From an optimization exercise on the open Yosys and OpenROAD flow, aimed at small area; shortcuts taken in it are not production practice.
Function was checked by simulation only, so behaviour that the tests miss may differ from the original.
No driver is modelled on the clock port, so clock power and skew are understated where the tree is cut down; a real chip needs a root buffer or a tree.
Power is estimated from default activity; no workload was simulated.

==> job 9639: inputs <==
Design FFT, start of the top module:
module FFT (input wire [3:0] x_in0, input wire [3:0] x_in1, input wire [3:0] x_in2, input wire [3:0] x_in3,
            input wire [3:0] x_in4, input wire [3:0] x_in5, input wire [3:0] x_in6, input wire [3:0] x_in7,
            input wire Clock, input wire Reset,
            output wire [6:0] X_out0, output wire [11:0] X_out1, output wire [11:0] X_out2, output wire [17:0] X_out3,
            output wire [9:0] X_out4, output wire [15:0] X_out5, output wire [15:0] X_out6, output wire [21:0] X_out7);
Settings: LEC_CHECK=0, CAP_MARGIN=20, CORE_MARGIN=2, CORE_UTILIZATION=40, CTS_BUF_LIST=sky130_fd_sc_hd__clkbuf_8, CTS_CLUSTER_DIAMETER=200, CTS_CLUSTER_SIZE=40, SLEW_MARGIN=20, SYNTH_HIERARCHICAL=1; clock period 5.0 ns.
standard.sh (not shown) runs the stock make flow with config.mk's settings and CLKGATE_MAP_FILE= SYNTH_SCRIPT=/design/flow/synth_recipe.tcl, a recipe that flattens the netlist after the stock synthesis.
==> flow/flow/run.sh <==
#!/bin/bash
# The standard layout, with: the smallest buffer on every input and output port (the standard
# flow picks a 10 um2 delay buffer for them); the synthesized gates at their smallest drive
# strength before floorplanning (repair sizes them up where needed); a one-level clock tree of
# two buffers (flow/onebuf.tcl).
set -euo pipefail
export BUFFER_PORTS_ARGS="-buffer_cell sky130_fd_sc_hd__buf_1"
export PRE_CTS_TCL="$PWD/flow/onebuf.tcl"
R=orfs/results/sky130hd/FFT/base
bash standard.sh synth > standard_synth.log 2>&1
DOWNSIZE_ODB=$R/1_synth.odb openroad -no_init -exit flow/downsize.tcl > downsize.log 2>&1
touch $R/1_synth.sdc
bash standard.sh > standard.log 2>&1
==> flow/flow/downsize.tcl <==
set odb $::env(DOWNSIZE_ODB)
read_db $odb
set db [ord::get_db]
set block [ord::get_db_block]
set down 0
set up 0
foreach inst [$block getInsts] {
  set name [[$inst getMaster] getName]
  if {[regexp {^(sky130_fd_sc_hd__(a21oi|o21ai|nand2|nor2|xor2|xnor2|inv))_([0-9]+)$} $name -> base kind size] && $size > 1} {
    set m [$db findMaster ${base}_1]
    if {$m ne "NULL" && $m ne ""} { $inst swapMaster $m; incr down }
    continue
  }
  if {[regexp {^(sky130_fd_sc_hd__(dfrtp|ha|fa))_1$} $name -> base kind]} {
    set loads 0
    foreach it [$inst getITerms] {
      if {[$it isOutputSignal]} {
        set net [$it getNet]
        if {$net ne "NULL" && $net ne ""} { set loads [expr {max($loads, [llength [$net getITerms]] - 1)}] }
      }
    }
    if {$loads >= 4} { $inst swapMaster [$db findMaster ${base}_2]; incr up }
  }
}
puts "downsized $down cells, upsized $up drivers"
write_db $odb
==> flow/flow/onebuf.tcl <==
# Sourced before CTS (PRE_CTS_TCL). With only 32 flip-flops, two clkbuf_8 can drive every clock
# pin, so the clock tree is one level: the clock port drives two buffers, each driving the clock
# pins of one half of the flip-flops (split by x) from the centre of that half (detailed
# placement legalizes them). This replaces TritonCTS's root-plus-four-leaves tree.
proc clock_tree_synthesis { args } {
  set db [ord::get_db]
  set block [ord::get_db_block]
  set port_net [$block findNet Clock]
  set master [$db findMaster sky130_fd_sc_hd__clkbuf_8]
  $port_net setSigType CLOCK
  set sinks {}
  foreach it [$port_net getITerms] {
    set box [[$it getInst] getBBox]
    lappend sinks [list [expr {([$box xMin] + [$box xMax]) / 2}] [expr {([$box yMin] + [$box yMax]) / 2}] $it]
  }
  set sinks [lsort -integer -index 0 $sinks]
  set half [expr {[llength $sinks] / 2}]
  set groups [list [lrange $sinks 0 [expr {$half - 1}]] [lrange $sinks $half end]]
  set k 0
  foreach grp $groups {
    set buf [odb::dbInst_create $block $master clkbuf_${k}_Clock]
    set net [odb::dbNet_create $block clknet_${k}_Clock]
    $net setSigType CLOCK
    set sx 0; set sy 0
    foreach s $grp {
      lassign $s x y it
      $it disconnect
      $it connect $net
      incr sx $x; incr sy $y
    }
    [$buf findITerm A] connect $port_net
    [$buf findITerm X] connect $net
    $buf setLocation [expr {$sx / [llength $grp]}] [expr {$sy / [llength $grp]}]
    $buf setPlacementStatus PLACED
    puts "clock buffer $k drives [llength $grp] clock pins"
    incr k
  }
  set_propagated_clock [all_clocks]
}
==> job 8110 (differences from job 9639) <==
==> flow/flow/run.sh (replaced) <==
#!/bin/bash
# The standard layout, with: the smallest buffer on every input and output port (the standard
# flow picks a 10 um2 delay buffer for them); the synthesized gates at their smallest drive
# strength before floorplanning (repair sizes them up where needed); a small clock tree without
# dummy loads.
set -euo pipefail
export BUFFER_PORTS_ARGS="-buffer_cell sky130_fd_sc_hd__buf_1"
export CTS_ARGS="-repair_clock_nets -dont_use_dummy_load -buf_list sky130_fd_sc_hd__clkbuf_8 -root_buf sky130_fd_sc_hd__clkbuf_16"
R=orfs/results/sky130hd/FFT/base
bash standard.sh synth > standard_synth.log 2>&1
DOWNSIZE_ODB=$R/1_synth.odb openroad -no_init -exit flow/downsize.tcl > downsize.log 2>&1
touch $R/1_synth.sdc
bash standard.sh > standard.log 2>&1
==> flow/flow/downsize.tcl (replaced) <==
# Give every combinational cell that synthesis sized above _1 its _1 drive strength;
# the later repair steps size up again wherever timing or slew needs it.
set odb $::env(DOWNSIZE_ODB)
read_db $odb
set db [ord::get_db]
set block [ord::get_db_block]
set n 0
foreach inst [$block getInsts] {
  set name [[$inst getMaster] getName]
  if {[regexp {^(sky130_fd_sc_hd__(a21oi|a21o|o21ai|nand2|nor2|xor2|xnor2|inv|and2|or2))_([0-9]+)$} $name -> base kind size] && $size > 1} {
    set m [$db findMaster ${base}_1]
    if {$m ne "NULL" && $m ne ""} { $inst swapMaster $m; incr n }
  }
}
puts "downsized $n cells"
write_db $odb
Settings changed: CORE_UTILIZATION 40 to 60.
removed: flow/flow/onebuf.tcl
==> comparison table <==
                                                                                                    job 8110                  job 9639
Outcome                                                                     no timing/DRC/antenna violations  no timing/DRC/antenna violations
Length of routed met3 wiring                                                                          548 µm                    514 µm
Cell with the most instances on the worst path                                         sky130_fd_sc_hd__fa_1  sky130_fd_sc_hd__a21oi_1
Switching share of power                                                                              48.83%                    52.54%
Internal                                                                                            1.019 mW                 0.8807 mW
Slew at the pin closest to its max-slew limit                                                      0.8371 ns                 0.8277 ns
Total via count after detailed routing                                                                  3260                      3335
Number of stages on the worst setup path                                                                  11                        12
Final Core Density                                                                                    64.70%                    42.14%
Sum of internal, switching and leakage power                                                        1.992 mW                  1.856 mW
Clock-pin slew reported for the worst setup and hold paths after clock tree synthesis                0.06 ns                   0.11 ns
Achievable clock frequency                                                                        0.2073 GHz                0.2069 GHz
Fraction of area in registers                                                                         16.23%                    17.32%
Wire length per cell after detailed routing                                                         14.67 µm                  16.04 µm
Count of standard-cell rows                                                                               32                        39
Switching power of the nets                                                                        0.9730 mW                 0.9749 mW
Worst hold slack across all endpoints                                                              0.8117 ns                 0.9014 ns
Max VDD drop                                                                                       0.2310 mV                 0.1603 mV
The clock cells of job 9639 come from the design's own scripts or RTL, not from TritonCTS.

==> re-timing with driven ports <==
Ports are ideal in the flow. The routed layouts listed here were re-timed in OpenROAD.
Step 1 assumes that a clkbuf_16 drives the clock port and a buf_2 every other input.
Step 2 also shifts input and output timing later by t, the mid clock arrival at the registers, as if the neighbouring blocks saw the same clock.
Slacks: no drivers / after step 1 / after step 2; pairs: no drivers / after step 1.
| run | shift t [ns] | setup WS [ns] | worst setup path after step 2 |
|---|---|---|---|
| job 9639 | 0.203 | 0.168 / 0.127 / 0.330 | register to output |
| job 8110 | 0.305 | 0.176 / 0.139 / 0.445 | register to output |
After both steps setup and hold are still met in every run listed.
